Source: an optimization exercise on an open RTL-to-GDS flow (aim: small area and a short achievable clock period). Production flows keep margins and buffers that such runs may drop.
Only simulation tests tie the RTL to the original design; equivalence was not proved.
No activity file was given, so power comes from the tool's default toggle rates.

===== flow/run.sh =====
#!/bin/bash
# Layout: the standard flow (standard.sh) with two changes to how the
# layout is made: the port buffers are buf_4 cells instead of the flow's
# default choice (a delay buffer), and setup repair aims at a larger slack
# margin.  Synthesis, floorplan, power grid, CTS and routing are the
# standard steps.  make's full output goes to standard_flow.log here; the
# ORFS step logs stay under orfs/logs/.
set -euo pipefail
bash standard.sh finish \
  "BUFFER_PORTS_ARGS=-buffer_cell sky130_fd_sc_hd__buf_4" \
  SETUP_SLACK_MARGIN=8 > standard_flow.log 2>&1

===== standard.sh =====
#!/bin/bash
# synth_recipe.tcl (not shown) runs the flow's synth.tcl, then flattens the netlist and writes it again
# the make line also repeats each setting of config.mk as NAME=value (left out here)
make -C /OpenROAD-flow-scripts/flow DESIGN_CONFIG=/design/flow/config.mk WORK_HOME=/design/flow/orfs CLKGATE_MAP_FILE= SYNTH_SCRIPT=/design/flow/synth_recipe.tcl "${@:-finish}"

===== config.mk =====
export PLATFORM = sky130hd
export DESIGN_NAME = top_2dsys
export DESIGN_NICKNAME = top_2dsys
export VERILOG_FILES = /design/flow/design.v
export SDC_FILE = /design/flow/constraint.sdc
export NUM_CORES = 8
export LEC_CHECK = 0
export CAP_MARGIN = 20
export CORE_MARGIN = 2
export CORE_UTILIZATION = 45
export CTS_CLUSTER_DIAMETER = 100
export CTS_CLUSTER_SIZE = 20
export SLEW_MARGIN = 30

===== constraint.sdc =====
create_clock -name core_clock -period 12.0 [get_ports {clock}]
set_input_delay 2.4000 -clock core_clock [delete_from_list [all_inputs] [get_ports {clock}]]
set_output_delay 2.4000 -clock core_clock [all_outputs]
set_load 0.01 [all_outputs]

===== design.v =====
`timescale 1ns/1ns
module top_2dsys(
  input          clock,
  input          reset,
  input  [127:0] io_in,
  input          io_rw_co,
  input          io_ping_pong_wr,
  input          io_ping_pong_rd,
  input          io_wr_input,
  output         io_wr_ready,
  input          io_start,
  input          io_iormac,
  output         io_sys_busy,
  input          io_rd_output,
  output         io_rd_ready,
  output [127:0] io_out
);
  reg rst_q, rst_nq;
  always @(posedge clock) begin
    rst_q  <= reset;
    rst_nq <= ~reset;
  end
  reg        wr_rdy, wr_idle;
  reg  [3:0] wbuf;
  reg [31:0] wptr;
  wire       wr_fsm = ~wr_idle;
  always @(posedge clock) begin
    wr_rdy  <= ~reset & io_wr_input;
    wr_idle <= reset | ~io_wr_input;
    if (wr_idle & io_wr_input)
      wbuf <= 4'd1 << {~io_rw_co, ~io_ping_pong_wr};
    if (reset | ~io_wr_input) wptr <= 32'd0;
    else if (wr_fsm)          wptr <= {wptr[30:0], wptr[31]};
    else                      wptr <= 32'd1;
  end
  wire [31:0]   din = rst_q ? 32'd0 : io_in[31:0];
  wire [4095:0] mem;
  genvar g;
  generate
    for (g = 0; g < 128; g = g + 1) begin : word
      reg [31:0] d;
      always @(posedge clock)
        if (rst_q | (wbuf[g / 32] & wptr[g % 32])) d <= din;
      assign mem[32*g +: 32] = d;
    end
  endgenerate
  reg  [1:0] fsm;     
  reg        busy;
  reg  [2:0] im;
  reg  [1:0] dc;
  reg [31:0] sxp, sxq, swp, swq;
  reg  [1:0] fsm_n;
  always @* begin
    fsm_n = fsm;
    case (fsm)
      2'd0: if (io_start) fsm_n = 2'd1;
      2'd1: if (!io_start) fsm_n = 2'd2;
      2'd2: if (!im[2]) fsm_n = 2'd3;
      2'd3: if (dc == 2'd3) fsm_n = 2'd0;
    endcase
    if (reset) fsm_n = 2'd0;
  end
  wire comp = fsm == 2'd1;
  always @(posedge clock) begin
    fsm  <= fsm_n;
    busy <= fsm_n != 2'd0;
    im   <= {im[1:0], io_iormac} | {3{reset}};
    dc   <= (fsm == 2'd3) ? dc + 2'd1 : 2'd0;
    if (comp) begin
      sxp <= {sxp[30:0], sxp[31]};
      sxq <= {sxq[30:0], sxq[31]};
      swp <= {swp[30:0], swp[31]};
      swq <= {swq[30:0], swq[31]};
    end else begin
      sxp <= {31'd0,  io_ping_pong_rd};
      sxq <= {31'd0, ~io_ping_pong_rd};
      swp <= {31'd0,  io_ping_pong_rd};
      swq <= {31'd0, ~io_ping_pong_rd};
    end
  end
  reg [31:0] xrd, wrd;
  integer i;
  always @* begin
    xrd = 32'd0;
    wrd = 32'd0;
    for (i = 0; i < 32; i = i + 1) begin
      xrd = xrd | ({32{sxp[i]}} & mem[32*i +: 32])
                | ({32{sxq[i]}} & mem[32*(32+i) +: 32]);
      wrd = wrd | ({32{swp[i]}} & mem[32*(64+i) +: 32])
                | ({32{swq[i]}} & mem[32*(96+i) +: 32]);
    end
  end
  wire       go = ~reset & comp & io_start;
  reg        go_q, clr_q;
  reg [31:0] xa, wa;
  always @(posedge clock) begin
    go_q  <= go;
    clr_q <= reset | (comp & ~io_start);
    xa    <= xrd;
    wa    <= wrd;
  end
  wire [47:0] wadg;
  genvar gb;
  generate
    for (gb = 0; gb < 4; gb = gb + 1) begin : benc
      booth_enc enc (.w(wa[8*gb +: 8]), .dg(wadg[12*gb +: 12]));
    end
  endgenerate
  reg [31:0] xr;
  reg [47:0] wr;
  reg  [7:0] xd [0:3][1:3];
  reg [11:0] wdl [0:3][1:3];
  integer r;
  always @(posedge clock) begin
    xr <= go_q ? xa : 32'd0;
    wr <= go_q ? wadg : 48'd0;
    for (r = 0; r < 4; r = r + 1) begin
      xd[r][1]  <= clr_q ? 8'd0 : xr[8*r +: 8];
      xd[r][2]  <= clr_q ? 8'd0 : xd[r][1];
      xd[r][3]  <= clr_q ? 8'd0 : xd[r][2];
      wdl[r][1] <= clr_q ? 12'd0 : wr[12*r +: 12];
      wdl[r][2] <= clr_q ? 12'd0 : wdl[r][1];
      wdl[r][3] <= clr_q ? 12'd0 : wdl[r][2];
    end
  end
  wire [511:0] accs;
  genvar gr, gc;
  generate
    for (gr = 0; gr < 4; gr = gr + 1) begin : row
      for (gc = 0; gc < 4; gc = gc + 1) begin : col
        wire [7:0] xo = (gc == 0) ? xr[8*gr +: 8] : xd[gr][gc];
        wire [11:0] wo = (gr == 0) ? wr[12*gc +: 12] : wdl[gc][gr];
        reg  [15:0] lo, hi;
        reg   [2:0] pc;    
        reg   [1:0] cq;    
        wire  [2:0] pco;
        wire [17:0] t;     
        pe_mac mac (.x(xo), .dg(wo), .lo(lo), .pc(pc), .pco(pco), .t(t));
        always @(posedge clock) begin
          lo <= rst_nq ? t[15:0] : 16'd0;
          pc <= rst_nq ? pco : 3'd0;
          cq <= rst_nq ? t[17:16] : 2'd0;
          hi <= rst_nq ? hi + {{14{cq[1]}}, cq} : 16'd0;
        end
        assign accs[128*gr + 32*gc +: 32] = {hi, lo};
      end
    end
  endgenerate
  reg         rd_rdy, rd_idle;
  reg   [1:0] aco;
  reg   [3:0] rsel;
  reg [127:0] out_q;
  wire        rd_fsm = ~rd_idle;
  wire        rd_n   = ~reset & (rd_fsm ? (aco != 2'd3) : io_rd_output);
  wire  [1:0] aco_n  = (reset | ~rd_fsm | (aco == 2'd3)) ? 2'd0 : aco + 2'd1;
  wire  [1:0] nrow_n = rd_n ? aco_n + 2'd1 : 2'd0;
  always @(posedge clock) begin
    rd_rdy  <= rd_n;
    rd_idle <= ~rd_n;
    aco     <= aco_n;
    rsel    <= reset ? 4'd0 : 4'd1 << nrow_n;
  end
  reg [127:0] orow;
  integer q;
  always @* begin
    orow = 128'd0;
    for (q = 0; q < 4; q = q + 1)
      orow = orow | ({128{rsel[q]}} & accs[128*q +: 128]);
  end
  always @(posedge clock) out_q <= orow;
  assign io_wr_ready = wr_rdy;
  assign io_sys_busy = busy;
  assign io_rd_ready = rd_rdy;
  assign io_out      = out_q;
endmodule
module pe_mac(
  input  [7:0]  x,
  input  [11:0] dg,
  input  [15:0] lo,
  input  [2:0]  pc,
  output [2:0]  pco,
  output [17:0] t
);
  wire [8:0] xe = {x[7], x};
  wire one0 = dg[0], two0 = dg[1], neg0 = dg[2];
  wire b_0_0 = (one0 & xe[0]) ^ neg0;
  wire b_0_1 = ((one0 & xe[1]) | (two0 & xe[0])) ^ neg0;
  wire b_0_2 = ((one0 & xe[2]) | (two0 & xe[1])) ^ neg0;
  wire b_0_3 = ((one0 & xe[3]) | (two0 & xe[2])) ^ neg0;
  wire b_0_4 = ((one0 & xe[4]) | (two0 & xe[3])) ^ neg0;
  wire b_0_5 = ((one0 & xe[5]) | (two0 & xe[4])) ^ neg0;
  wire b_0_6 = ((one0 & xe[6]) | (two0 & xe[5])) ^ neg0;
  wire b_0_7 = ((one0 & xe[7]) | (two0 & xe[6])) ^ neg0;
  wire b_0_8 = ((one0 & xe[8]) | (two0 & xe[7])) ^ neg0;
  wire one1 = dg[3], two1 = dg[4], neg1 = dg[5];
  wire b_1_0 = (one1 & xe[0]) ^ neg1;
  wire b_1_1 = ((one1 & xe[1]) | (two1 & xe[0])) ^ neg1;
  wire b_1_2 = ((one1 & xe[2]) | (two1 & xe[1])) ^ neg1;
  wire b_1_3 = ((one1 & xe[3]) | (two1 & xe[2])) ^ neg1;
  wire b_1_4 = ((one1 & xe[4]) | (two1 & xe[3])) ^ neg1;
  wire b_1_5 = ((one1 & xe[5]) | (two1 & xe[4])) ^ neg1;
  wire b_1_6 = ((one1 & xe[6]) | (two1 & xe[5])) ^ neg1;
  wire b_1_7 = ((one1 & xe[7]) | (two1 & xe[6])) ^ neg1;
  wire b_1_8 = ((one1 & xe[8]) | (two1 & xe[7])) ^ neg1;
  wire one2 = dg[6], two2 = dg[7], neg2 = dg[8];
  wire b_2_0 = (one2 & xe[0]) ^ neg2;
  wire b_2_1 = ((one2 & xe[1]) | (two2 & xe[0])) ^ neg2;
  wire b_2_2 = ((one2 & xe[2]) | (two2 & xe[1])) ^ neg2;
  wire b_2_3 = ((one2 & xe[3]) | (two2 & xe[2])) ^ neg2;
  wire b_2_4 = ((one2 & xe[4]) | (two2 & xe[3])) ^ neg2;
  wire b_2_5 = ((one2 & xe[5]) | (two2 & xe[4])) ^ neg2;
  wire b_2_6 = ((one2 & xe[6]) | (two2 & xe[5])) ^ neg2;
  wire b_2_7 = ((one2 & xe[7]) | (two2 & xe[6])) ^ neg2;
  wire b_2_8 = ((one2 & xe[8]) | (two2 & xe[7])) ^ neg2;
  wire one3 = dg[9], two3 = dg[10], neg3 = dg[11];
  wire b_3_0 = (one3 & xe[0]) ^ neg3;
  wire b_3_1 = ((one3 & xe[1]) | (two3 & xe[0])) ^ neg3;
  wire b_3_2 = ((one3 & xe[2]) | (two3 & xe[1])) ^ neg3;
  wire b_3_3 = ((one3 & xe[3]) | (two3 & xe[2])) ^ neg3;
  wire b_3_4 = ((one3 & xe[4]) | (two3 & xe[3])) ^ neg3;
  wire b_3_5 = ((one3 & xe[5]) | (two3 & xe[4])) ^ neg3;
  wire b_3_6 = ((one3 & xe[6]) | (two3 & xe[5])) ^ neg3;
  wire b_3_7 = ((one3 & xe[7]) | (two3 & xe[6])) ^ neg3;
  wire b_3_8 = ((one3 & xe[8]) | (two3 & xe[7])) ^ neg3;
  wire ss12 = ~b_0_8 ^ ~b_1_8 ^ ~b_2_8;
  wire sc12 = (~b_0_8 & ~b_1_8) | (~b_0_8 & ~b_2_8) | (~b_1_8 & ~b_2_8);
  wire s1 = lo[4] ^ pc[0] ^ neg2;
  wire c2 = (lo[4] & pc[0]) | (lo[4] & neg2) | (pc[0] & neg2);
  wire s3 = lo[5] ^ b_0_5;
  wire c4 = lo[5] & b_0_5;
  wire s5 = lo[6] ^ neg3 ^ b_0_6;
  wire c6 = (lo[6] & neg3) | (lo[6] & b_0_6) | (neg3 & b_0_6);
  wire s7 = b_1_4 ^ b_2_2;
  wire c8 = b_1_4 & b_2_2;
  wire s9 = lo[7] ^ b_0_7 ^ b_1_5;
  wire c10 = (lo[7] & b_0_7) | (lo[7] & b_1_5) | (b_0_7 & b_1_5);
  wire s11 = b_2_3 ^ b_3_1;
  wire c12 = b_2_3 & b_3_1;
  wire s13 = lo[8] ^ pc[1] ^ b_0_8;
  wire c14 = (lo[8] & pc[1]) | (lo[8] & b_0_8) | (pc[1] & b_0_8);
  wire s15 = b_1_6 ^ b_2_4 ^ b_3_2;
  wire c16 = (b_1_6 & b_2_4) | (b_1_6 & b_3_2) | (b_2_4 & b_3_2);
  wire s17 = lo[9] ^ b_0_8 ^ b_1_7;
  wire c18 = (lo[9] & b_0_8) | (lo[9] & b_1_7) | (b_0_8 & b_1_7);
  wire s19 = b_2_5 ^ b_3_3;
  wire c20 = b_2_5 & b_3_3;
  wire s21 = lo[10] ^ b_0_8 ^ b_1_8;
  wire c22 = (lo[10] & b_0_8) | (lo[10] & b_1_8) | (b_0_8 & b_1_8);
  wire s23 = b_2_6 ^ b_3_4;
  wire c24 = b_2_6 & b_3_4;
  wire s25 = lo[11] ^ b_0_8 ^ b_1_8;
  wire c26 = (lo[11] & b_0_8) | (lo[11] & b_1_8) | (b_0_8 & b_1_8);
  wire s27 = b_2_7 ^ b_3_5;
  wire c28 = b_2_7 & b_3_5;
  wire s29 = 1'b1 ^ lo[12] ^ pc[2];
  wire c30 = (1'b1 & lo[12]) | (1'b1 & pc[2]) | (lo[12] & pc[2]);
  wire s31 = b_3_6 ^ ss12;
  wire c32 = b_3_6 & ss12;
  wire s33 = lo[13] ^ b_3_7;
  wire c34 = lo[13] & b_3_7;
  wire s35 = lo[2] ^ neg1;
  wire c36 = lo[2] & neg1;
  wire s37 = lo[3] ^ b_0_3;
  wire c38 = lo[3] & b_0_3;
  wire s39 = b_0_4 ^ b_1_2 ^ b_2_0;
  wire c40 = (b_0_4 & b_1_2) | (b_0_4 & b_2_0) | (b_1_2 & b_2_0);
  wire s41 = b_1_3 ^ b_2_1 ^ c2;
  wire c42 = (b_1_3 & b_2_1) | (b_1_3 & c2) | (b_2_1 & c2);
  wire s43 = b_3_0 ^ c4 ^ s7;
  wire c44 = (b_3_0 & c4) | (b_3_0 & s7) | (c4 & s7);
  wire s45 = c8 ^ s11 ^ c6;
  wire c46 = (c8 & s11) | (c8 & c6) | (s11 & c6);
  wire s47 = c12 ^ c10 ^ s13;
  wire c48 = (c12 & c10) | (c12 & s13) | (c10 & s13);
  wire s49 = s19 ^ c14 ^ c16;
  wire c50 = (s19 & c14) | (s19 & c16) | (c14 & c16);
  wire s51 = c20 ^ s23 ^ c18;
  wire c52 = (c20 & s23) | (c20 & c18) | (s23 & c18);
  wire s53 = c24 ^ s27 ^ c22;
  wire c54 = (c24 & s27) | (c24 & c22) | (s27 & c22);
  wire s55 = s29 ^ c28 ^ c26;
  wire c56 = (s29 & c28) | (s29 & c26) | (c28 & c26);
  wire s57 = c30 ^ s33 ^ sc12;
  wire c58 = (c30 & s33) | (c30 & sc12) | (s33 & sc12);
  wire s59 = lo[14] ^ ~b_3_8;
  wire c60 = lo[14] & ~b_3_8;
  wire s61 = lo[0] ^ neg0;
  wire c62 = lo[0] & neg0;
  wire s63 = lo[1] ^ b_0_1;
  wire c64 = lo[1] & b_0_1;
  wire s65 = s35 ^ b_0_2 ^ b_1_0;
  wire c66 = (s35 & b_0_2) | (s35 & b_1_0) | (b_0_2 & b_1_0);
  wire s67 = c36 ^ b_1_1 ^ s37;
  wire c68 = (c36 & b_1_1) | (c36 & s37) | (b_1_1 & s37);
  wire s69 = s1 ^ c38 ^ s39;
  wire c70 = (s1 & c38) | (s1 & s39) | (c38 & s39);
  wire s71 = s3 ^ c40 ^ s41;
  wire c72 = (s3 & c40) | (s3 & s41) | (c40 & s41);
  wire s73 = c42 ^ s5 ^ s43;
  wire c74 = (c42 & s5) | (c42 & s43) | (s5 & s43);
  wire s75 = s9 ^ c44 ^ s45;
  wire c76 = (s9 & c44) | (s9 & s45) | (c44 & s45);
  wire s77 = s15 ^ c46 ^ s47;
  wire c78 = (s15 & c46) | (s15 & s47) | (c46 & s47);
  wire s79 = s17 ^ c48 ^ s49;
  wire c80 = (s17 & c48) | (s17 & s49) | (c48 & s49);
  wire s81 = s21 ^ c50 ^ s51;
  wire c82 = (s21 & c50) | (s21 & s51) | (c50 & s51);
  wire s83 = s25 ^ c52 ^ s53;
  wire c84 = (s25 & c52) | (s25 & s53) | (c52 & s53);
  wire s85 = c54 ^ s55 ^ s31;
  wire c86 = (c54 & s55) | (c54 & s31) | (s55 & s31);
  wire s87 = c32 ^ c56 ^ s57;
  wire c88 = (c32 & c56) | (c32 & s57) | (c56 & s57);
  wire s89 = c34 ^ s59 ^ c58;
  wire c90 = (c34 & s59) | (c34 & c58) | (s59 & c58);
  wire s91 = 1'b1 ^ lo[15] ^ c60;
  wire c92 = (1'b1 & lo[15]) | (1'b1 & c60) | (lo[15] & c60);
  wire [17:0] ra = {1'b1, 1'b1, s91, c88, c86, c84, c82, c80, c78, c76, c74, c72, c70, c68, c66, c64, c62, s61};
  wire [17:0] rb = {1'b0, c92, c90, s89, s87, s85, s83, s81, s79, s77, s75, s73, s71, s69, s67, s65, s63, b_0_0};
  wire [4:0] sg0 = ra[3:0] + rb[3:0];
  assign pco[0] = sg0[4];
  wire [4:0] sg1 = ra[7:4] + rb[7:4];
  assign pco[1] = sg1[4];
  wire [4:0] sg2 = ra[11:8] + rb[11:8];
  assign pco[2] = sg2[4];
  wire [6:0] sg3 = ra[17:12] + rb[17:12];
  assign t = {sg3[5:0], sg2[3:0], sg1[3:0], sg0[3:0]};
endmodule
module booth_enc(
  input  [7:0]  w,
  output [11:0] dg
);
  wire [8:0] we = {w, 1'b0};
  genvar i;
  generate
    for (i = 0; i < 4; i = i + 1) begin : d
      wire a = we[2*i+2], b = we[2*i+1], c = we[2*i];
      assign dg[3*i]   = b ^ c;
      assign dg[3*i+1] = (a & ~b & ~c) | (~a & b & c);
      assign dg[3*i+2] = a;
    end
  endgenerate
endmodule

==> results of run 1 <==
==> registers in the layout, summed over array words and instances (netlist names), 2 cells and up <==
signal      count
word.d       4096
row.col.hi    256
row.col.lo    256
wdl           144
out_q         128
xd             96
row.col.pc     48
wr             48
row.col.cq     32
swp            32
swq            32
sxp            32
sxq            32
wa             32
wptr           32
xa             32
xr             32
rsel            4
wbuf            4
im              3
aco             2
dc              2
fsm             2
==> cell type report <==
type	instances	area (sq um)	share of cell area, %
Tap cell	6706	8390	3.39
Inverter	1133	4260	1.72
Timing Repair Buffer	568	4760	1.93
Multi-Input combinational cell	8144	70900	28.7
Sequential cell	5386	149000	60.4
Antenna cell	41	103	0.0415
Clock buffer	523	8960	3.63
Clock inverter	38	493	0.199
==> how the worst max path moves through the flow <==
stage / startpoint / endpoint / slack [ns] / cells past startpoint
after floorplan: io_in[29] / word[0].d[29]$_DFFE_PP_ / 8.09 / 1
after global placement: io_in[16] / word[114].d[16]$_DFFE_PP_ / 7.48 / 3
after detailed placement: io_in[16] / word[101].d[16]$_DFFE_PP_ / 7.42 / 3
after CTS: wdl[0][1]$_SDFF_PP0_ / row[1].col[0].pc[2]$_SDFF_PN0_ / 7.99 / 15
after global routing: xd[11][7]$_SDFF_PP0_ / row[3].col[3].pc[2]$_SDFF_PN0_ / 7.94 / 15
final: out_q[48]$_DFF_P_ / io_out[48] / 8.06 / 1
==> placed cells by master, fill, tap and decap left out, types with 118 or more instances in the layout <==
master,Yosys,layout
buf_4,3,505
a221oi_1,1025,1025
xor2_1,354,354
o21ai_0,168,148
a21oi_1,269,268
nor2b_1,413,378
dfxtp_2,0,217
clkbuf_16,0,328
fa_1,592,590
nand4_1,282,282
a21o_2,0,118
clkbuf_1,752,193
a22oi_1,705,705
edfxtp_1,4100,4100
xnor2_1,449,417
nand2_1,326,326
a22o_1,1024,1024
dfxtp_1,1286,1026
ha_1,738,738
a21o_1,277,149
and2_1,330,330
nor3_1,150,142
inv_1,1132,1129
nor2_1,402,401
==> stage by stage <==
step	std cells	area (sq um)	util, %	power [uW]
CTS	22500	247000	48.9	39200
global route	22500	247000	49.0	40600
detailed placement	21900	237000	47.0	28000
global placement	21900	236000	46.8	27800
finish	22500	247000	49.0	39300
floorplan	15600	228000	-	26000
==> power by group <==
group / internal, uW / total, uW / switching (uW)
combinational: 1910 / 5300 / 3400
clock: 5260 / 11600 / 6380
sequential: 21500 / 22400 / 815
total: 28700 / 39300 / 10600
==> what timing repair did <==
item / in CTS / in global routing
endpoints found under the hold margin: 0 / 0
gates resized for setup: 88 / 142
endpoints found under the setup margin: 114 / 75
pin swaps: 8 / 13
setup buffers: 8 / 20
==> per-layer routing <==
layer  share of wire [%]  wire (um)  up-vias  track usage (%)
li1                    -          -    59000                -
met1                  36     299000    75200             42.3
met2                  44     363000    10900             48.0
met3                  14     117000     2211             8.33
met4                 5.2      43000       40             12.6
met5               0.073        603        -            0.132
==> kinds of logic (layout without fill, tap and decap cells) <==
logic type                 Yosys count  after routing  synth area share (%)
other                                0             41                     0
adders and majority gates         1330           1330                  9.27
muxes                               18             18                0.0792
and+or+nand+nor                   2242           2242                  5.34
DFF                               5386           5386                  65.5
buffers and inverters             2115           2262                  3.68
xor gates and xnor gates           803            803                  3.09
AOI/OAI and AO/OA                 3751           3751                  13.0
==> key figures, run 1 <==
Die
  • Die Span Y: 715 um
  • # rows: 261
  • Die area: 511000 sq um
  • Boundary Pins: 268
  • Initial Utilization: 45.1%
  • Core Area: 504000 sq um
  • Die Width: 715 um

Power
  • Max IR drop VDD: 0.000113 V
  • Leakage: 0.0932 uW
  • Pwr/cell area: 159 nW/um^2

Place
  • Post-Place Worst Slack: 7.42 ns
  • # port buffers: 171
  • Post-DP HPWL: 460 mm
  • RePlAce Congestion: 0.848

Timing
  • Final WS setup: 8.06 ns
  • Final setup fails: 0
  • Slew HR: 19.6%
  • Final Hold Fails: 0
  • Setup tns final: 0 ns
  • Worst slew pin tran: 1.21 ns
  • F_max: 0.254 GHz
  • Hold slack: 0.400 ns
  • RSZ-0062 raised after global routing: true
  • Fin crit share: 32.8%
  • Clock skew: 0.0895 ns
  • Slew Limit Fails: 0
  • Crit path time final: 3.94 ns

Worst setup path
  • Register-to-register setup slack: 8.18 ns
  • R2r endpoint: row[0].col[0].pc[2]$_SDFF_PN0_
  • Slowest Stage Delay on Critical Path: 0.40 ns
  • Path depth of the worst reg2reg path: 15
  • WP data required: 9.60 ns
  • Delay-heaviest family, CP: flip-flops
  • CP max stage cell: dfxtp_2
  • Worst-path fanout max: 1
  • Crit path cell chain: buf_4
  • WS Path Type: reg2out
  • Crit path DAT: 1.54 ns
  • Reg-to-reg startpoint: wr[0]$_SDFF_PN0_
  • Kind of end point of the critical path: output port
  • WP buf/inv: 1
  • Element type at the critical path start: register

Routing
  • Via/cell ratio: 6.54
  • DRC: 0
  • Iteration-0 DRC Markers: 25400
  • DR WL/cell: 36.5 um
  • DR pass1 iterations: 8
  • ANT nets after route: 0
  • Routed WL: 823 mm
  • Routed via count: 147000

Clock network
  • Htree depth: 5
  • Root Buffer: clkbuf_16
  • CTS tree: built
  • CTS max path bufs: 4
  • TritonCTS buffer count: 317
  • Clock latency at the later pin of the worst-skew pair: 1.03 ns
  • CTS Hold Bufs: 0
  • Sink Count: 5386
  • CTS clock-pin slew for the worst setup and hold paths: 0.08 ns

Synth
  • Synth async-reset ratio: 0%
  • Post-synth net total: 17100
  • Share of the synthesized area in the top cell type: 54.2%
  • Main flop type after synthesis: edfxtp_1
  • Synth top area cells: edfxtp_1, dfxtp_1, fa_1
  • Count of different cell masters after synthesis: 71
  • Synthesized instance count: 15600
  • Post-Syn Area: 227000 sq um
  • Cell taking the most area after synthesis: edfxtp_1
  • Count leader, synth: edfxtp_1
  • Number of synthesized flops with an enable pin: 4100
  • Flops & latches, synth: 5386
  • Synth warn: 3
  • Sequential area share after synthesis: 65.5%
  • Most frequent cells after synthesis: edfxtp_1, dfxtp_1, inv_1
  • Mean Syn Cell Area: 14.5 sq um

Global routing
  • First-pass GRT wire length: 1110 mm
  • GRT Util Overall: 31.3%
  • Antenna violations before repair: 59
  • Largest net degree at the start of global routing: 182
  • Vias in the first global route: 136000
  • GRT overflow: 0

Final layout
  • Filler Cell Count: 43400
  • Layout cell share with drive strength beyond 1: 9.33%
  • Area Overhead vs Synth: 8.71%
  • Count of nets after finishing: 17000

Min path
  • Hold Path End: wr[13]$_SDFF_PN0_
  • Worst hold-check path type: reg2reg
  • WHS Path Cells: 1
  • Hold_sp: wa[8]$_DFF_P_

Status
  • Status: complete, no violations

Job
  • Max cap viols: 0
==> run 2: changes to the inputs <==
--- a/design.v
+++ b/design.v
@@ -137,9 +137,18 @@
         wire [17:0] t;     
         pe_mac mac (.x(xo), .dg(wo), .lo(lo), .pc(pc), .pco(pco), .t(t));
+        wire [15:0] ht;
+        genvar gi;
+        for (gi = 0; gi < 16; gi = gi + 1) begin : tg
+          if (gi == 0) begin : b0
+            assign ht[gi] = cq[0];
+          end else begin : bn
+            assign ht[gi] = cq[0] & (cq[1] ? ~|hi[gi-1:0] : &hi[gi-1:0]);
+          end
+        end
         always @(posedge clock) begin
           lo <= rst_nq ? t[15:0] : 16'd0;
           pc <= rst_nq ? pco : 3'd0;
           cq <= rst_nq ? t[17:16] : 2'd0;
-          hi <= rst_nq ? hi + {{14{cq[1]}}, cq} : 16'd0;
+          hi <= rst_nq ? hi ^ ht : 16'd0;
         end
         assign accs[128*gr + 32*gc +: 32] = {hi, lo};
==> flow/run.sh (replaced) <==
#!/bin/bash
# Layout: the standard flow (standard.sh) with three changes to how the
# layout is made: the port buffers are buf_4 cells instead of the flow's
# default choice (a delay buffer); setup repair aims at a larger slack
# margin; and after placement each flip-flop that drives an output buffer is
# moved next to that buffer (flow/outflops.tcl) before CTS.  Synthesis,
# floorplan, power grid, CTS and routing are the standard steps.  Each
# tool's full output goes to a log file here (standard_place.log,
# outflops.log, standard_finish.log); the ORFS step logs stay in orfs/logs/.
set -euo pipefail
VARS=("BUFFER_PORTS_ARGS=-buffer_cell sky130_fd_sc_hd__buf_4" "SETUP_SLACK_MARGIN=8")
bash standard.sh place "${VARS[@]}" > standard_place.log 2>&1
PLACE_ODB="$PWD/orfs/results/$FLOW_PLATFORM/top_2dsys/base/3_place.odb" \
  openroad -no_init -exit flow/outflops.tcl > outflops.log 2>&1
bash standard.sh finish "${VARS[@]}" > standard_finish.log 2>&1
==> flow/outflops.tcl (new file) <==
# Place each flip-flop that drives an output port's buffer right beside that
# buffer (the buffer sits at the port), then legalize.  Nothing else changes:
# the output buffers stay where the standard flow put them.
read_db $::env(PLACE_ODB)
set block [ord::get_db_block]
set moved 0
foreach bterm [$block getBTerms] {
  if {[$bterm getIoType] ne "OUTPUT"} { continue }
  set net [$bterm getNet]
  if {$net eq "NULL"} { continue }
  set buf ""
  foreach it [$net getITerms] {
    if {[$it isOutputSignal]} { set buf [$it getInst] }
  }
  if {$buf eq ""} { continue }
  set innet ""
  foreach it [$buf getITerms] {
    if {[$it isInputSignal] && [$it getNet] ne "NULL"} { set innet [$it getNet] }
  }
  if {$innet eq ""} { continue }
  set ff ""
  set loads 0
  foreach it [$innet getITerms] {
    if {[$it isOutputSignal]} { set ff [$it getInst] } else { incr loads }
  }
  if {$ff eq "" || $loads != 1} { continue }
  if {![[$ff getMaster] isSequential]} { continue }
  set loc [$buf getLocation]
  $ff setLocation [lindex $loc 0] [lindex $loc 1]
  incr moved
}
puts "outflops: moved $moved flip-flops next to their output buffers"
detailed_placement
check_placement
write_db $::env(PLACE_ODB)
==> run 2 against run 1 <==
- combinational power down 32%
- power down 5.4%
- maximum frequency grew 1.4%
- critical path depth did not move
- clock skew shrank 0.0053 ns
- critical path type unchanged
- critical endpoint is now io_wr_ready
==> key figures, run 2 <==
Power
  • Clk network pwr share: 30.9% (+1.3 points)
  • Sw Share: 25.8% (-1.1 points)
  • Reg power frac: 59.3% (+2.4 points)
  • Logic pwr share: 9.8% (-3.7 points)
  • Max IR drop VDD: 0.000147 V (+30%)
  • Psw: 9600 uW (-9.4%)
  • Leakage: 0.0900 uW (-3.4%)
  • P_int: 27600 uW (-4.0%)
  • Pwr/cell area: 152 nW/um^2 (-4.2%)

Global routing
  • GRT Util Overall: 31.7% (+0.42 points)
  • M1 GR Usage: 42.9% (+0.69 points)
  • Gr busiest metal: met2
  • Met3 Usage GRT: 8.77% (+0.44 points)
  • First-pass GRT wire length: 1110 mm (-0.17%)
  • GRT overflow: 0 (unchanged)
  • Vias in the first global route: 134000 (-1.9%)
  • GR Layer Usage met2: 48.3% (+0.30 points)
  • Largest net degree at the start of global routing: 136 (-25%)
  • Antenna violations before repair: 80 (+36%)

Synth
  • Post-Syn Area: 224000 sq um (-1.4%)
  • Synth warn: 3 (unchanged)
  • Cell taking the most area after synthesis: edfxtp_1
  • Share of the synthesized area in the top cell type: 54.9% (+0.76 points)
  • Count leader, synth: edfxtp_1
  • Most frequent cells after synthesis: edfxtp_1, dfxtp_1, inv_1
  • Synthesized instance count: 15500 (-1.2%)
  • Number of synthesized flops with an enable pin: 4100 (unchanged)
  • Flops & latches, synth: 5386 (unchanged)
  • Post-Synth Adder-Cell Area: 7.92% (-1.4 points)
  • XOR/XNOR share of the synthesized area: 3.48% (+0.39 points)
  • Sequential area share after synthesis: 66.4% (+0.92 points)
  • Post-synth net total: 16700 (-2.6%)
  • Largest family of logic cells by synthesized area: compound AO/OA/AOI/OAI gates
  • Mean Syn Cell Area: 14.5 sq um (-0.14%)
  • Main flop type after synthesis: edfxtp_1
  • Simple-gate share of the synthesized area: 5.82% (+0.48 points)
  • Post-synthesis compound-gate area fraction: 12.6% (-0.43 points)
  • Synth top area cells: edfxtp_1, dfxtp_1, fa_1
  • Count of different cell masters after synthesis: 70 (-1.4%)
  • Mux contribution to synthesized area: 0.167% (+0.088 points)
  • Synth async-reset ratio: 0% (unchanged)

Timing
  • Final WS setup: 8.12 ns (+0.0533 ns)
  • Slew HR: 20.6% (+0.99 points)
  • Setup tns final: 0 ns (unchanged)
  • Fin crit share: 32.4% (-0.44 points)
  • Clock skew: 0.0841 ns (-0.00533 ns)
  • F_max: 0.257 GHz (+1.4%)
  • Crit path time final: 3.88 ns (-0.0533 ns)
  • RSZ-0062 raised after global routing: false
  • Worst slew pin tran: 1.19 ns (-0.0149 ns)
  • Slew Limit Fails: 0 (unchanged)
  • Final setup fails: 0 (unchanged)
  • Final Hold Fails: 0 (unchanged)

Die
  • # rows: 259 (-0.77%)
  • Die Span Y: 710 um (-0.69%)
  • Core Area: 497000 sq um (-1.5%)
  • Die area: 504000 sq um (-1.4%)
  • Boundary Pins: 268 (unchanged)
  • Die Width: 710 um (-0.69%)
  • Initial Utilization: 45.1% (about the same)

Routing
  • Iteration-0 DRC Markers: 26000 (+2.3%)
  • DR WL/cell: 37.0 um (+1.2%)
  • DRC: 0 (unchanged)
  • DR pass1 iterations: 6 (-2)
  • Via/cell ratio: 6.57 (+0.54%)
  • Routed via count: 146000 (-1.0%)
  • ANT nets after route: 0 (unchanged)
  • Routed WL: 820 mm (-0.30%)

Worst setup path
  • CP max stage cell: dfxtp_1
  • WP data required: 9.60 ns (about the same)
  • Delay-heaviest family, CP: flip-flops
  • WP buf/inv: 1 (unchanged)
  • Kind of end point of the critical path: output port
  • Worst-path fanout max: 1 (unchanged)
  • Crit path cell chain: buf_4
  • Element type at the critical path start: register
  • WS Path Type: reg2out
  • Crit path DAT: 1.48 ns (-0.06 ns)
  • Slowest Stage Delay on Critical Path: 0.31 ns (-0.09 ns)

Place
  • RePlAce Congestion: 0.853 (+0.55%)
  • Post-Place Worst Slack: 7.41 ns (-0.00232 ns)
  • Dpl cell area: 234000 sq um (-1.3%)
  • # port buffers: 171 (unchanged)
  • Post-DP HPWL: 455 mm (-1.1%)

Clock network
  • CTS Hold Bufs: 0 (unchanged)
  • Clock latency at the later pin of the worst-skew pair: 1.06 ns (+0.03 ns)
  • TritonCTS buffer count: 316 (-0.32%)
  • CTS tree: built
  • CTS max path bufs: 4 (unchanged)
  • Root Buffer: clkbuf_16
  • Htree depth: 5 (unchanged)
  • Sink Count: 5386 (unchanged)
  • CTS clock-pin slew for the worst setup and hold paths: 0.09 ns (about the same)

Final layout
  • Top flop regs: word.d (4096), row.col.hi (256), row.col.lo (256)
  • Most common cell after layout, fill and taps aside: edfxtp_1
  • Layout cell share with drive strength beyond 1: 9.34% (about the same)
  • Largest register FFs: 4096 (unchanged)
  • Final Cell Area: 244000 sq um (-1.3%)
  • Final Util: 49.1% (+0.087 points)
  • Count of nets after finishing: 16500 (-3.1%)
  • Most frequent cells in the layout: edfxtp_1, inv_1, dfxtp_1, a22o_1, a221oi_1
  • Area Overhead vs Synth: 8.81% (about the same)
  • Register bank with the most flops: word.d

Status
  • Status: complete, no violations

Job
  • Max cap viols: 0 (unchanged)

Min path
  • Worst hold-check path type: reg2reg
[run 2: cell count changes after synthesis, sizes merged, moves of 49 or more]
cell / previous run / this run
clkbuf: 752 / 1029
nor4: 7 / 56
inv: 1132 / 1058
a21o: 277 / 225
a21oi: 278 / 207
buf: 230 / 47
ha: 738 / 498
xor2: 354 / 415
[run 2: area by class of cell]
class	instances	area, sq um
antenna	43	108
clock buffer	501	8820
clock inverter	35	448
fill	42300	253000
inverter	1062	3990
multi-input combinational	7926	68000
sequential	5386	149000
tap	6655	8330
timing repair buffer	586	4960
[run 2: cells by family (layout without fill, tap and decap cells)]
family	count (synthesis)	count (layout)
and+or+nand+nor	2366	2366
xor gates and xnor gates	891	891
AOI/OAI and AO/OA	3558	3558
DFF	5386	5386
other	0	43
buffers and inverters	2138	2184
adders and majority gates	1074	1074
muxes	37	37
[run 2: final timing paths]
path,startpoint,end,slack (ns),cells after the start
worst min register to register,wa[16]$_DFF_P_,wr[25]$_SDFF_PN0_,0.37,1
worst min-delay path,wa[16]$_DFF_P_,wr[25]$_SDFF_PN0_,0.37,1
worst max register to register,wr[24]$_SDFF_PN0_,row[0].col[2].cq[0]$_SDFF_PN0_,8.16,16
worst max-delay path,wr_rdy$_DFF_P_,io_wr_ready,8.12,1
[run 2: what timing repair did]
item,CTS,global route
setup buffers,11,18
pin swaps,8,15
resized for setup,72,127
endpoints found under the setup margin,85,61
gates cloned,0,0
[run 2: power groups by stage]
stage          Clock, uW  Combinational (uW)  Sequential [uW]
2_1_floorplan          0                2390            22000
3_3_place_gp           0                3410            22400
3_5_place_dp           0                3490            22500
4_1_cts            11500                3530            22000
5_1_grt            12100                3880            22200
6_report           11500                3630            22100
[run 2: per-stage QoR]
| step | power (uW) | instances | hold WS, ns |
|---|---|---|---|
| 6_report | 37200 | 22200 | 0.375 |
| 3_5_place_dp | 26000 | 21600 | 0.393 |
| 5_1_grt | 38200 | 22200 | 0.380 |
| 2_1_floorplan | 24400 | 15500 | 0.383 |
| 3_3_place_gp | 25800 | 21600 | 0.391 |
| 4_1_cts | 37100 | 22100 | 0.374 |
[run 2: routing by layer]
layer	vias to the layer above	wire length [um]
li1	57900	-
met1	74500	299000
met2	11200	359000
met3	2215	120000
met4	44	42000
met5	-	301
==> run 3: changes to the inputs <==
--- a/flow/run.sh
+++ b/flow/run.sh
@@ -9,5 +9,5 @@
 # outflops.log, standard_finish.log); the ORFS step logs stay in orfs/logs/.
 set -euo pipefail
-VARS=("BUFFER_PORTS_ARGS=-buffer_cell sky130_fd_sc_hd__buf_4" "SETUP_SLACK_MARGIN=8")
+VARS=("BUFFER_PORTS_ARGS=-buffer_cell sky130_fd_sc_hd__buf_4" "SETUP_SLACK_MARGIN=8.2")
 bash standard.sh place "${VARS[@]}" > standard_place.log 2>&1
 PLACE_ODB="$PWD/orfs/results/$FLOW_PLATFORM/top_2dsys/base/3_place.odb" \
--- a/config.mk
+++ b/config.mk
@@ -11,3 +11,4 @@
 export CTS_CLUSTER_DIAMETER = 100
 export CTS_CLUSTER_SIZE = 20
+export PLACE_DENSITY = 0.75
 export SLEW_MARGIN = 30
==> run 3 against run 2 <==
- still clean
- sequential power about the same
- first-iteration DRC count is 13% higher
- final cell count about the same
- clock power hardly changed
- critical path depth stayed put
- die area unchanged
- register-to-register slack improved by 0.07 ns
- utilization grew 0.21 points
- sequential share of layout area about the same
- clock-buffer cell count increased by 13
- combinational power about the same
- area after synthesis is the same
==> key figures, run 3 <==
Routing
  • DRC: 0 (unchanged)
  • ANT nets after route: 0 (unchanged)
  • DR pass1 iterations: 9 (+3)
  • DR WL/cell: 34.5 um (-6.5%)
  • Routed WL: 767 mm (-6.5%)
  • Routed via count: 148000 (+1.8%)
  • Via/cell ratio: 6.69 (+1.8%)
  • Iteration-0 DRC Markers: 29400 (+13%)

Timing
  • Worst slew pin tran: 1.21 ns (+0.0147 ns)
  • Crit path time final: 3.91 ns (+0.0232 ns)
  • Final Hold Fails: 0 (unchanged)
  • RSZ-0062 raised after global routing: true
  • F_max: 0.256 GHz (-0.59%)
  • Slew Limit Fails: 0 (unchanged)
  • Setup tns final: 0 ns (unchanged)
  • Fin crit share: 32.6% (+0.19 points)
  • Clock skew: 0.116 ns (+0.0315 ns)
  • Final setup fails: 0 (unchanged)
  • Slew HR: 19.6% (-0.98 points)

Global routing
  • GRT Util Overall: 29.5% (-2.2 points)
  • Antenna violations before repair: 71 (-11%)
  • Largest net degree at the start of global routing: 191 (+40%)
  • First-pass GRT wire length: 1050 mm (-5.4%)
  • Vias in the first global route: 138000 (+2.9%)
  • GRT overflow: 0 (unchanged)

Power
  • Leakage: 0.0899 uW (about the same)
  • Power consumption: 37000 uW (-0.49%)
  • Max IR drop VDD: 0.000151 V (+2.8%)
  • Pwr/cell area: 151 nW/um^2 (-0.92%)

Die
  • Die area: 504000 sq um (unchanged)
  • Initial Utilization: 45.1% (unchanged)
  • Die Width: 710 um (unchanged)
  • Core Area: 497000 sq um (unchanged)
  • Boundary Pins: 268 (unchanged)
  • # rows: 259 (unchanged)
  • Die Span Y: 710 um (unchanged)

Worst setup path
  • WP buf/inv: 1 (unchanged)
  • WP data required: 9.60 ns (about the same)
  • Slowest Stage Delay on Critical Path: 0.33 ns (+0.02 ns)
  • CP max stage cell: dfxtp_2
  • Delay-heaviest family, CP: flip-flops
  • Crit path cell chain: buf_6
  • Kind of end point of the critical path: output port
  • Element type at the critical path start: register
  • WS Path Type: reg2out
  • Worst-path fanout max: 1 (unchanged)
  • Crit path DAT: 1.51 ns (+0.03 ns)

Clock network
  • Clock latency at the later pin of the worst-skew pair: 1.07 ns (about the same)
  • CTS max path bufs: 4 (unchanged)
  • Sink Count: 5386 (unchanged)
  • Htree depth: 5 (unchanged)
  • CTS tree: built
  • CTS clock-pin slew for the worst setup and hold paths: 0.09 ns (about the same)
  • TritonCTS buffer count: 314 (-0.63%)
  • Root Buffer: clkbuf_16

Synth
  • Count of different cell masters after synthesis: 70 (unchanged)
  • Synth top area cells: edfxtp_1, dfxtp_1, fa_1
  • Share of the synthesized area in the top cell type: 54.9% (unchanged)
  • Synthesized instance count: 15500 (unchanged)
  • Post-Syn Area: 224000 sq um (unchanged)
  • Main flop type after synthesis: edfxtp_1
  • Sequential area share after synthesis: 66.4% (unchanged)
  • Most frequent cells after synthesis: edfxtp_1, dfxtp_1, inv_1
  • Count leader, synth: edfxtp_1
  • Synth async-reset ratio: 0% (unchanged)
  • Mean Syn Cell Area: 14.5 sq um (unchanged)
  • Synth warn: 3 (unchanged)
  • Number of synthesized flops with an enable pin: 4100 (unchanged)
  • Cell taking the most area after synthesis: edfxtp_1
  • Flops & latches, synth: 5386 (unchanged)
  • Post-synth net total: 16700 (unchanged)

Final layout
  • Layout cell share with drive strength beyond 1: 10.8% (+1.5 points)
  • Area Overhead vs Synth: 9.28%
  • Fin cells: 22200 (+0.0045%)
  • Most common cell after layout, fill and taps aside: edfxtp_1
  • Register bank with the most flops: word.d
  • Count of nets after finishing: 16400 (-0.26%)
  • Top flop regs: word.d (4096), row.col.hi (256), row.col.lo (256)
  • Filler Cell Count: 40600 (-3.9%)
  • Largest register FFs: 4096 (unchanged)
  • Most frequent cells in the layout: edfxtp_1, inv_1, a22o_1, a221oi_1, dfxtp_1

Min path
  • Worst hold-check path type: reg2reg

Place
  • RePlAce Congestion: 0.857 (+0.49%)
  • # port buffers: 171 (unchanged)
  • Post-DP HPWL: 408 mm (-10%)
  • Placed cell count: 21500 (-0.39%)

Job
  • Max cap viols: 0 (unchanged)

Status
  • Status: complete, no violations
run 3: stage by stage:
| stage | setup slack, ns | hold slack, ns | utilization (%) | instance area [sq um] |
|---|---|---|---|---|
| after floorplan | 8.09 | 0.383 | - | 224000 |
| after global placement | 7.61 | 0.392 | 46.8 | 233000 |
| after detailed placement | 7.49 | 0.397 | 46.9 | 233000 |
| after CTS | 8.07 | 0.405 | 49.0 | 243000 |
| after global routing | 8.09 | 0.425 | 49.3 | 245000 |
| final | 8.09 | 0.401 | 49.3 | 245000 |
run 3: logic make-up (layout without fill, tap and decap cells):
kind of cell | Yosys count | count (layout) | share of synthesized area, %
flops | 5386 | 5386 | 66.4
compound gates | 3558 | 3558 | 12.6
simple gates | 2366 | 2366 | 5.82
buf+inv | 2138 | 2157 | 3.59
fa+ha+maj | 1074 | 1074 | 7.92
xor+xnor | 891 | 891 | 3.48
mux | 37 | 37 | 0.167
other cells | 0 | 71 | 0
run 3: cell type report:
type,count,area (sq um),share of cell area (%)
Clock buffer,514,8770,3.58
Tap cell,6655,8330,3.40
Sequential cell,5386,150000,61.1
Clock inverter,36,488,0.199
Timing Repair Buffer,545,5090,2.08
Multi-Input combinational cell,7926,68300,27.9
Antenna cell,71,178,0.0725
Inverter,1062,3990,1.63
run 3: timing repair:
| action | CTS | global route |
|---|---|---|
| hold buffers | 0 | 0 |
| buffers inserted | 20 | 47 |
| setup endpoints to repair | 283 | 285 |
| resized for setup | 427 | 274 |
| pin swaps | 22 | 25 |
run 3: routing by layer:
metal	up-vias	wire length, um	GRT usage [%]	share of wire, %
met3	3509	143000	12.4	19
met2	14500	322000	43.2	42
li1	57900	-	-	-
met1	72500	246000	36.8	32
met5	-	660	0.419	0.086
met4	53	55600	16.2	7.2
run 3: power breakdown:
group          switching (uW)  total [uW]  internal, uW
Sequential                835       22100         21200
Clock                    6180       11300          5120
Combinational            2460        3630          1170
Total                    9470       37000         27500
run 3: final timing paths:
kind | from | end | slack [ns] | cells past startpoint
worst max-delay path | rd_rdy$_DFF_P_ | io_rd_ready | 8.09 | 1
worst min-delay path | wa[24]$_DFF_P_ | wr[37]$_SDFF_PN0_ | 0.40 | 1
worst max register to register | rst_q$_DFF_P_ | word[41].d[8]$_DFFE_PP_ | 8.23 | 4
worst min register to register | wa[24]$_DFF_P_ | wr[37]$_SDFF_PN0_ | 0.40 | 1
==> run 4: changes to the inputs <==
--- a/config.mk
+++ b/config.mk
@@ -11,4 +11,3 @@
 export CTS_CLUSTER_DIAMETER = 100
 export CTS_CLUSTER_SIZE = 20
-export PLACE_DENSITY = 0.75
 export SLEW_MARGIN = 30
==> run 4 against run 3 <==
- still clean on timing, DRC and antenna
- utilization is 0.075 points higher
- design area is 0.15% higher
- sequential cell count stayed put
- non-clock buffer count is 72 higher
- final cell count is 0.16% higher
- routed wire length is 6.7% higher
- area after synthesis stayed put
- global-route usage is 2.1 points higher
- via count is 1.6% lower
- combinational power is 1% higher
- critical path type unchanged
==> key figures, run 4 <==
Status
  • Status: complete, no violations

Synth
  • Count of different cell masters after synthesis: 70 (unchanged)
  • Cell taking the most area after synthesis: edfxtp_1
  • Flops & latches, synth: 5386 (unchanged)
  • Mean Syn Cell Area: 14.5 sq um (unchanged)
  • Post-synth net total: 16700 (unchanged)
  • Main flop type after synthesis: edfxtp_1
  • Synth async-reset ratio: 0% (unchanged)
  • Synth top area cells: edfxtp_1, dfxtp_1, fa_1
  • Count leader, synth: edfxtp_1
  • Synthesized instance count: 15500 (unchanged)
  • Share of the synthesized area in the top cell type: 54.9% (unchanged)
  • Post-Syn Area: 224000 sq um (unchanged)
  • Number of synthesized flops with an enable pin: 4100 (unchanged)
  • Synth warn: 3 (unchanged)
  • Most frequent cells after synthesis: edfxtp_1, dfxtp_1, inv_1
  • Sequential area share after synthesis: 66.4% (unchanged)

Clock network
  • Root Buffer: clkbuf_16
  • Htree depth: 5 (unchanged)
  • Sink Count: 5386 (unchanged)
  • CTS tree: built
  • CTS clock-pin slew for the worst setup and hold paths: 0.09 ns (about the same)
  • CTS max path bufs: 4 (unchanged)
  • Clock latency at the later pin of the worst-skew pair: 1.04 ns (-0.03 ns)
  • TritonCTS buffer count: 315 (+0.32%)

Die
  • Die Span Y: 710 um (unchanged)
  • # rows: 259 (unchanged)
  • Core Area: 497000 sq um (unchanged)
  • Die area: 504000 sq um (unchanged)
  • Initial Utilization: 45.1% (unchanged)
  • Die Width: 710 um (unchanged)
  • Boundary Pins: 268 (unchanged)

Timing
  • Worst slew pin tran: 1.24 ns (+0.0388 ns)
  • Final setup fails: 0 (unchanged)
  • Clock skew: 0.0935 ns (-0.0222 ns)
  • Hold slack: 0.399 ns (-0.00232 ns)
  • Slew Limit Fails: 0 (unchanged)
  • Fin crit share: 32.4% (-0.21 points)
  • Setup tns final: 0 ns (unchanged)
  • RSZ-0062 raised after global routing: true
  • Crit path time final: 3.88 ns (-0.0254 ns)
  • Slew HR: 17.0% (-2.6 points)
  • Final Hold Fails: 0 (unchanged)
  • F_max: 0.258 GHz (+0.65%)

Final layout
  • Multi-input gate area: 68400 sq um (+0.12%)
  • Register area: 150000 sq um (-0.10%)
  • Area Overhead vs Synth: 9.45%
  • Top flop regs: word.d (4096), row.col.hi (256), row.col.lo (256)
  • Filler Cell Count: 42200 (+3.9%)
  • Most frequent cells in the layout: edfxtp_1, inv_1, a22o_1, a221oi_1, dfxtp_1
  • Register bank with the most flops: word.d
  • Fin cells: 22200 (+0.16%)
  • Layout cell share with drive strength beyond 1: 11.5% (+0.66 points)
  • Most common cell after layout, fill and taps aside: edfxtp_1
  • Count of nets after finishing: 16500 (+0.44%)
  • Final Util: 49.4% (+0.075 points)
  • Largest register FFs: 4096 (unchanged)

Routing
  • Routed via count: 146000 (-1.6%)
  • DRC: 0 (unchanged)
  • Iteration-0 DRC Markers: 26000 (-11%)
  • DR pass1 iterations: 6 (-3)
  • Routed WL: 818 mm (+6.7%)
  • Via/cell ratio: 6.57 (-1.8%)
  • ANT nets after route: 0 (unchanged)
  • DR WL/cell: 36.8 um (+6.6%)

Place
  • RePlAce Congestion: 0.842 (-1.8%)
  • Placed cell count: 21600 (+0.37%)
  • Post-DP HPWL: 453 mm (+11%)
  • # port buffers: 171 (unchanged)

Worst setup path
  • Worst-path fanout max: 1 (unchanged)
  • Levels on crit path: 1 (unchanged)
  • WP buf/inv: 1 (unchanged)
  • WP data required: 9.60 ns (about the same)
  • End point of the critical path: io_wr_ready
  • Worst setup path startpoint: wr_rdy$_DFF_P_
  • CP max stage cell: dfxtp_2
  • R2r endpoint: row[0].col[1].cq[0]$_SDFF_PN0_
  • Kind of end point of the critical path: output port
  • Slowest Stage Delay on Critical Path: 0.33 ns (about the same)
  • Path depth of the worst reg2reg path: 14 (+10)
  • WS Path Type: reg2out
  • Crit path cell chain: buf_6
  • Crit path DAT: 1.48 ns (-0.03 ns)
  • Register-to-register setup slack: 8.24 ns (about the same)
  • Delay-heaviest family, CP: flip-flops
  • Element type at the critical path start: register
  • Reg-to-reg startpoint: wr[17]$_SDFF_PN0_

Power
  • Pwr/cell area: 152 nW/um^2 (+0.43%)
  • Max IR drop VDD: 0.000147 V (-2.9%)
  • Leakage: 0.0903 uW (+0.42%)

Min path
  • Hold_sp: wa[16]$_DFF_P_
  • Worst hold-check path type: reg2reg
  • WHS Path Cells: 1 (unchanged)

Global routing
  • Antenna violations before repair: 63 (-11%)
  • First-pass GRT wire length: 1110 mm (+5.4%)
  • GRT overflow: 0 (unchanged)
  • Largest net degree at the start of global routing: 179 (-6.3%)
  • GRT Util Overall: 31.6% (+2.1 points)
  • Vias in the first global route: 134000 (-2.5%)

Job
  • Max cap viols: 0 (unchanged)
[run 4: cell counts after synthesis]
Identical to the previous run, type by type.
[run 4: power breakdown]
part           internal, uW  switching (uW)  total [uW]  leakage (uW)
Sequential            21200             815       22100        0.0529
Combinational          1180            2510        3680        0.0330
Clock                  5150            6320       11500       0.00442
[run 4: worst min-delay path by stage]
stage	slack, ns	to
floorplan	0.38	wr[13]$_SDFF_PN0_
global placement	0.39	wr[25]$_SDFF_PN0_
detailed placement	0.40	wr[25]$_SDFF_PN0_
CTS	0.40	wr[25]$_SDFF_PN0_
global route	0.42	wr[25]$_SDFF_PN0_
finish	0.40	wr[25]$_SDFF_PN0_
[run 4: cells by family after synthesis]
group	synth area share (%)
fa+ha+maj	7.92
flops	66.4
simple gates	5.82
buf+inv	3.59
mux	0.167
compound gates	12.6
xor+xnor	3.48
[run 4: final cells by class]
type / instances / area share [%]
flip-flops and latches: 5386 / 61.0
multi-input cells: 7926 / 27.9
clock buffers: 502 / 3.59
well taps: 6655 / 3.39
repair buffers: 617 / 2.28
inverters: 1062 / 1.63
clock inverters: 36 / 0.179
diodes: 46 / 0.0469
[run 4: stage by stage]
stage          worst slack (ns)  area, sq um  total power [uW]
2_1_floorplan              8.09       224000             24400
3_3_place_gp               7.45       233000             25800
3_5_place_dp               7.43       234000             26000
4_1_cts                    8.06       244000             37100
5_1_grt                    8.10       245000             38200
6_report                   8.12       245000             37200
[run 4: timing repair]
action                                  in CTS  in global routing
hold buffers                                 0                  0
resized for setup                          478                249
setup buffers                               24                 41
pin swaps                                   16                 41
endpoints found under the setup margin     263                199
[run 4: per-layer routing]
| metal | global-route usage (%) | share of wire, % |
|---|---|---|
| met1 | 43.2 | 37 |
| met2 | 47.8 | 43 |
| met3 | 8.98 | 15 |
| met4 | 12.4 | 5.2 |
| met5 | 0 | 0.036 |
==> run 5: changes to the inputs <==
--- a/config.mk
+++ b/config.mk
@@ -6,8 +6,8 @@
 export NUM_CORES = 8
 export LEC_CHECK = 0
-export CAP_MARGIN = 20
+export CAP_MARGIN = 10
 export CORE_MARGIN = 2
 export CORE_UTILIZATION = 45
 export CTS_CLUSTER_DIAMETER = 100
 export CTS_CLUSTER_SIZE = 20
-export SLEW_MARGIN = 30
+export SLEW_MARGIN = 10
==> run 5 against run 4 <==
- utilization down 0.086 points
- via count down 0.30%
- routed wire length about the same
- area after synthesis unchanged
- clock-buffer cell count down 6
- non-clock buffer count down 4
- sequential cell count unchanged
- die area unchanged
- design area down 0.17%
- synthesized cell count unchanged
==> key figures, run 5 <==
Routing
  • DRC: 0 (unchanged)
  • Routed WL: 818 mm (about the same)
  • DR WL/cell: 36.8 um (about the same)
  • Routed via count: 146000 (-0.30%)
  • Via/cell ratio: 6.56 (-0.20%)
  • DR pass1 iterations: 6 (unchanged)
  • Iteration-0 DRC Markers: 25900 (-0.48%)
  • ANT nets after route: 0 (unchanged)

Synth
  • Count leader, synth: edfxtp_1
  • Synth warn: 3 (unchanged)
  • Synth async-reset ratio: 0% (unchanged)
  • Sequential area share after synthesis: 66.4% (unchanged)
  • Number of synthesized flops with an enable pin: 4100 (unchanged)
  • Synth top area cells: edfxtp_1, dfxtp_1, fa_1
  • Synthesized instance count: 15500 (unchanged)
  • Main flop type after synthesis: edfxtp_1
  • Count of different cell masters after synthesis: 70 (unchanged)
  • Most frequent cells after synthesis: edfxtp_1, dfxtp_1, inv_1
  • Cell taking the most area after synthesis: edfxtp_1
  • Share of the synthesized area in the top cell type: 54.9% (unchanged)
  • Flops & latches, synth: 5386 (unchanged)
  • Post-synth net total: 16700 (unchanged)
  • Post-Syn Area: 224000 sq um (unchanged)
  • Mean Syn Cell Area: 14.5 sq um (unchanged)

Place
  • Post-DP HPWL: 448 mm (-1.0%)
  • RePlAce Congestion: 0.842 (unchanged)
  • # port buffers: 171 (unchanged)

Worst setup path
  • Element type at the critical path start: register
  • Crit path DAT: 1.48 ns (about the same)
  • Slowest Stage Delay on Critical Path: 0.33 ns (about the same)
  • Kind of end point of the critical path: output port
  • Worst-path fanout max: 1 (unchanged)
  • WP data required: 9.60 ns (about the same)
  • Crit path cell chain: buf_6
  • WP buf/inv: 1 (unchanged)
  • WS Path Type: reg2out
  • Delay-heaviest family, CP: flip-flops
  • CP max stage cell: dfxtp_2

Final layout
  • Top flop regs: word.d (4096), row.col.hi (256), row.col.lo (256)
  • Register bank with the most flops: word.d
  • Largest register FFs: 4096 (unchanged)
  • Layout cell share with drive strength beyond 1: 11.6% (+0.12 points)
  • Filler Cell Count: 42400 (+0.29%)
  • Most frequent cells in the layout: edfxtp_1, inv_1, a22o_1, a221oi_1, dfxtp_1
  • Area Overhead vs Synth: 9.26%
  • Multi-input gate area: 68400 sq um (about the same)
  • Most common cell after layout, fill and taps aside: edfxtp_1
  • Register area: 150000 sq um (about the same)
  • Count of nets after finishing: 16500 (-0.024%)

Power
  • Max IR drop VDD: 0.000143 V (-2.7%)
  • Psw: 9670 uW (+0.33%)
  • Reg power frac: 59.3% (about the same)
  • Leakage: 0.0902 uW (-0.17%)
  • P_int: 27600 uW (about the same)
  • Sw Share: 26.0% (+0.076 points)
  • Pwr/cell area: 152 nW/um^2 (+0.21%)
  • Clk network pwr share: 30.9% (about the same)
  • Power consumption: 37200 uW (about the same)
  • Logic pwr share: 9.9% (about the same)

Job
  • Max cap viols: 0 (unchanged)

Min path
  • Worst hold-check path type: reg2reg

Die
  • Die area: 504000 sq um (unchanged)
  • Die Span Y: 710 um (unchanged)
  • # rows: 259 (unchanged)
  • Die Width: 710 um (unchanged)
  • Core Area: 497000 sq um (unchanged)
  • Initial Utilization: 45.1% (unchanged)
  • Boundary Pins: 268 (unchanged)

Timing
  • Worst slew pin tran: 1.29 ns (+0.0420 ns)
  • Final Hold Fails: 0 (unchanged)
  • Clock skew: 0.102 ns (+0.00887 ns)
  • Crit path time final: 3.88 ns (-0.000200 ns)
  • Setup tns final: 0 ns (unchanged)
  • F_max: 0.258 GHz (about the same)
  • Slew Limit Fails: 0 (unchanged)
  • Final setup fails: 0 (unchanged)
  • RSZ-0062 raised after global routing: true
  • Fin crit share: 32.4% (about the same)
  • Slew HR: 14.2% (-2.8 points)

Status
  • Status: complete, no violations

Global routing
  • Vias in the first global route: 135000 (+0.19%)
  • First-pass GRT wire length: 1110 mm (-0.12%)
  • M1 GR Usage: 43.0% (-0.17 points)
  • Antenna violations before repair: 75 (+19%)
  • Gr busiest metal: met2
  • Largest net degree at the start of global routing: 179 (unchanged)
  • GR Layer Usage met2: 47.8% (about the same)
  • Met3 Usage GRT: 8.92% (-0.064 points)
  • GRT overflow: 0 (unchanged)
  • GRT Util Overall: 31.6% (about the same)

Clock network
  • TritonCTS buffer count: 315 (unchanged)
  • Clock latency at the later pin of the worst-skew pair: 1.05 ns (about the same)
  • CTS clock-pin slew for the worst setup and hold paths: 0.09 ns (about the same)
  • Root Buffer: clkbuf_16
  • Sink Count: 5386 (unchanged)
  • CTS max path bufs: 4 (unchanged)
  • Htree depth: 5 (unchanged)
  • CTS tree: built
-- run 5: kinds of logic after synthesis --
family / share of synthesized area [%]
compound gates: 12.6
xor+xnor: 3.48
fa+ha+maj: 7.92
buf+inv: 3.59
flops: 66.4
mux: 0.167
simple gates: 5.82
-- run 5: power groups by stage --
stage               Sequential, uW  Clock, uW  Combinational [uW]
floorplan                    22000          0                2390
global placement             22400          0                3420
detailed placement           22500          0                3470
CTS                          22000      11500                3550
global route                 22200      12100                3930
finish                       22100      11500                3680
-- run 5: routing by layer --
| layer | share of wire (%) | wire length, um |
|---|---|---|
| met5 | 0.052 | 422 |
| met3 | 15 | 120000 |
| met1 | 37 | 299000 |
| met4 | 5.1 | 41700 |
| met2 | 44 | 356000 |
-- run 5: area by class of cell --
class / count / area share (%)
diodes: 27 / 0.0276
clock buffers: 496 / 3.56
flip-flops and latches: 5386 / 61.1
inverters: 1062 / 1.63
clock inverters: 44 / 0.232
repair buffers: 613 / 2.11
well taps: 6655 / 3.40
multi-input cells: 7926 / 27.9
-- run 5: worst paths after layout --
kind,cells after the start,start,endpoint,slack (ns)
hold / removal,1,wa[16]$_DFF_P_,wr[25]$_SDFF_PN0_,0.40
setup / recovery,1,wr_rdy$_DFF_P_,io_wr_ready,8.12
hold reg to reg,1,wa[16]$_DFF_P_,wr[25]$_SDFF_PN0_,0.40
setup reg to reg,16,xd[4][7]$_SDFF_PP0_,row[1].col[2].pc[2]$_SDFF_PN0_,8.29
-- run 5: worst reg2reg max path: stages, from the launching register on --
cell and delay (ns):
dfxtp_4 0.43, buf_4 0.15, o21ai_4 0.07, xnor2_4 0.23, inv_2 0.09, fa_1 0.50, inv_1 0.06, fa_1 0.53
inv_1 0.05, fa_1 0.47, inv_1 0.07, ha_2 0.18, inv_1 0.06, fa_2 0.38, nor2b_1 0.16, o21ai_0 0.09
a21oi_1 0.14
-- run 5: stage by stage --
stage               utilization (%)  hold slack [ns]  cells  setup WS [ns]  cell area (sq um)
CTS                            49.1            0.401  22100           8.08             244000
floorplan                         -            0.383  15500           8.09             224000
detailed placement             46.9            0.398  21600           7.42             233000
global route                   49.3            0.422  22200           8.10             245000
finish                         49.3            0.400  22200           8.12             245000
global placement               46.9            0.392  21600           7.45             233000
-- run 5: what timing repair did --
action                     4_1_cts  5_1_grt
setup endpoints to repair      266      204
resized for setup              482      268
setup buffers                   23       54
pin swaps                       17       43
hold buffers                     0        0
==> run 6: changes to the inputs <==
--- a/config.mk
+++ b/config.mk
@@ -6,8 +6,8 @@
 export NUM_CORES = 8
 export LEC_CHECK = 0
-export CAP_MARGIN = 10
+export CAP_MARGIN = 20
 export CORE_MARGIN = 2
 export CORE_UTILIZATION = 45
 export CTS_CLUSTER_DIAMETER = 100
-export CTS_CLUSTER_SIZE = 20
-export SLEW_MARGIN = 10
+export CTS_CLUSTER_SIZE = 25
+export SLEW_MARGIN = 30
==> run 6 against run 5 <==
- still clean
- final cell count decreased by 0.34%
- maximum frequency rose by 0.44%
- power down 2.1%
- area after synthesis did not move
- register-to-register slack got worse by 0.08 ns
- sequential share of layout area increased by 0.17 points
- worst setup slack better by 0.017 ns
- first-iteration DRC count increased by 1.3%
- combinational power is essentially flat
- clock power down 7%
- synthesized cell count unchanged
- critical path depth stayed put
- critical endpoint unchanged
- largest cell class unchanged
==> key figures, run 6 <==
Timing
  • RSZ-0062 raised after global routing: true
  • Final Hold Fails: 0 (unchanged)
  • Crit path time final: 3.87 ns (-0.0170 ns)
  • Fin crit share: 32.2% (-0.14 points)
  • Worst slew pin tran: 1.21 ns (-0.0790 ns)
  • Final WS setup: 8.13 ns (+0.0170 ns)

Global routing
  • M1 GR Usage: 43.3% (+0.24 points)
  • Antenna violations before repair: 67 (-11%)
  • GRT overflow: 0 (unchanged)
  • Met3 Usage GRT: 8.71% (-0.21 points)
  • GRT Util Overall: 31.5% (-0.087 points)
  • Gr busiest metal: met2

Synth
  • Post-Syn Area: 224000 sq um (unchanged)
  • Synthesized instance count: 15500 (unchanged)
  • Main flop type after synthesis: edfxtp_1
  • Number of synthesized flops with an enable pin: 4100 (unchanged)
  • Flops & latches, synth: 5386 (unchanged)
  • Count of different cell masters after synthesis: 70 (unchanged)
  • Sequential area share after synthesis: 66.4% (unchanged)
  • Share of the synthesized area in the top cell type: 54.9% (unchanged)

Place
  • # port buffers: 171 (unchanged)
  • RePlAce Congestion: 0.842 (unchanged)

Power
  • Logic pwr share: 10.1% (+0.2 points)
  • Pwr/cell area: 149 nW/um^2 (-1.8%)
  • Leakage: 0.0898 uW (-0.37%)
  • Power consumption: 36400 uW (-2.1%)
  • Sw Share: 25.9% (-0.086 points)

Final layout
  • Most frequent cells in the layout: edfxtp_1, inv_1, a22o_1, a221oi_1, dfxtp_1
  • Area Overhead vs Synth: 8.93%
  • Register bank with the most flops: word.d
  • Layout cell share with drive strength beyond 1: 11.3% (-0.31 points)
  • Count of nets after finishing: 16500 (-0.24%)

Die
  • Initial Utilization: 45.1% (unchanged)
  • Die Span Y: 710 um (unchanged)

Worst setup path
  • CP max stage cell: dfxtp_2
  • Element type at the critical path start: register
  • WS Path Type: reg2out
  • WP data required: 9.60 ns (about the same)
  • Delay-heaviest family, CP: flip-flops
  • WP buf/inv: 1 (unchanged)
  • Kind of end point of the critical path: output port
  • Worst-path fanout max: 1 (unchanged)
  • Crit path DAT: 1.47 ns (about the same)

Routing
  • DR pass1 iterations: 6 (unchanged)
  • DRC: 0 (unchanged)
  • Via/cell ratio: 6.56 (about the same)

Job
  • Max cap viols: 0 (unchanged)

Status
  • Status: complete, no violations

Clock network
  • CTS max path bufs: 4 (unchanged)
==> run 6: cell counts after synthesis <==
No cell type changed its count.
==> run 6: cell families (layout without fill, tap and decap cells) <==
family	count (synthesis)	in the layout	synth area share, %
muxes	37	37	0.167
AOI/OAI and AO/OA	3558	3558	12.6
other	0	23	0
adders and majority gates	1074	1074	7.92
buffers and inverters	2138	2143	3.59
DFF	5386	5386	66.4
and+or+nand+nor	2366	2366	5.82
xor gates and xnor gates	891	891	3.48
==> run 6: final cells by class <==
class | instances | area, sq um
Antenna cell | 23 | 57.6
Inverter | 1062 | 3990
Sequential cell | 5386 | 150000
Timing Repair Buffer | 624 | 5670
Tap cell | 6655 | 8330
Fill cell | 42400 | 253000
Multi-Input combinational cell | 7926 | 68400
Clock inverter | 38 | 573
Clock buffer | 419 | 7540
==> run 6: per-stage QoR <==
stage	instances	util, %	area [sq um]
4_1_cts	22100	48.9	243000
3_5_place_dp	21600	47.0	234000
2_1_floorplan	15500	-	224000
6_report	22100	49.2	244000
5_1_grt	22100	49.2	244000
3_3_place_gp	21600	46.9	233000
==> run 6: worst paths after layout <==
path | slack, ns | startpoint | endpoint | cells past startpoint
worst max register to register | 8.21 | wr[20]$_SDFF_PN0_ | row[0].col[1].cq[0]$_SDFF_PN0_ | 14
worst max-delay path | 8.13 | wr_rdy$_DFF_P_ | io_wr_ready | 1
worst min register to register | 0.40 | wa[16]$_DFF_P_ | wr[25]$_SDFF_PN0_ | 1
worst min-delay path | 0.40 | wa[16]$_DFF_P_ | wr[25]$_SDFF_PN0_ | 1
==> run 6: routing by layer <==
| metal | part of all wire [%] | up-vias | wire length [um] |
|---|---|---|---|
| met2 | 43 | 11000 | 354000 |
| li1 | - | 57900 | - |
| met3 | 15 | 2136 | 120000 |
| met1 | 37 | 74300 | 300000 |
| met4 | 5.1 | 42 | 41700 |
| met5 | 0.044 | - | 356 |
==> run 6: timing repair <==
item,4_1_cts,5_1_grt
buffers inserted,25,46
resized for setup,474,252
pin swaps,17,46
setup endpoints to repair,268,199
==> run 6: power by group through the flow <==
stage                     Combinational, uW  Sequential, uW  Clock [uW]
after floorplan                        2390           22000           0
after global placement                 3420           22400           0
after detailed placement               3490           22500           0
after CTS                              3570           22000       10700
after global routing                   3940           22200       11300
final                                  3690           22100       10700

Check on run 6: ideal ports give 8.135 ns setup slack; a clkbuf_16 on the clock port and buf_2 on the inputs give 8.015 ns; moving port delays by the midpoint clock arrival (1.104 ns) as well gives 7.510 ns.
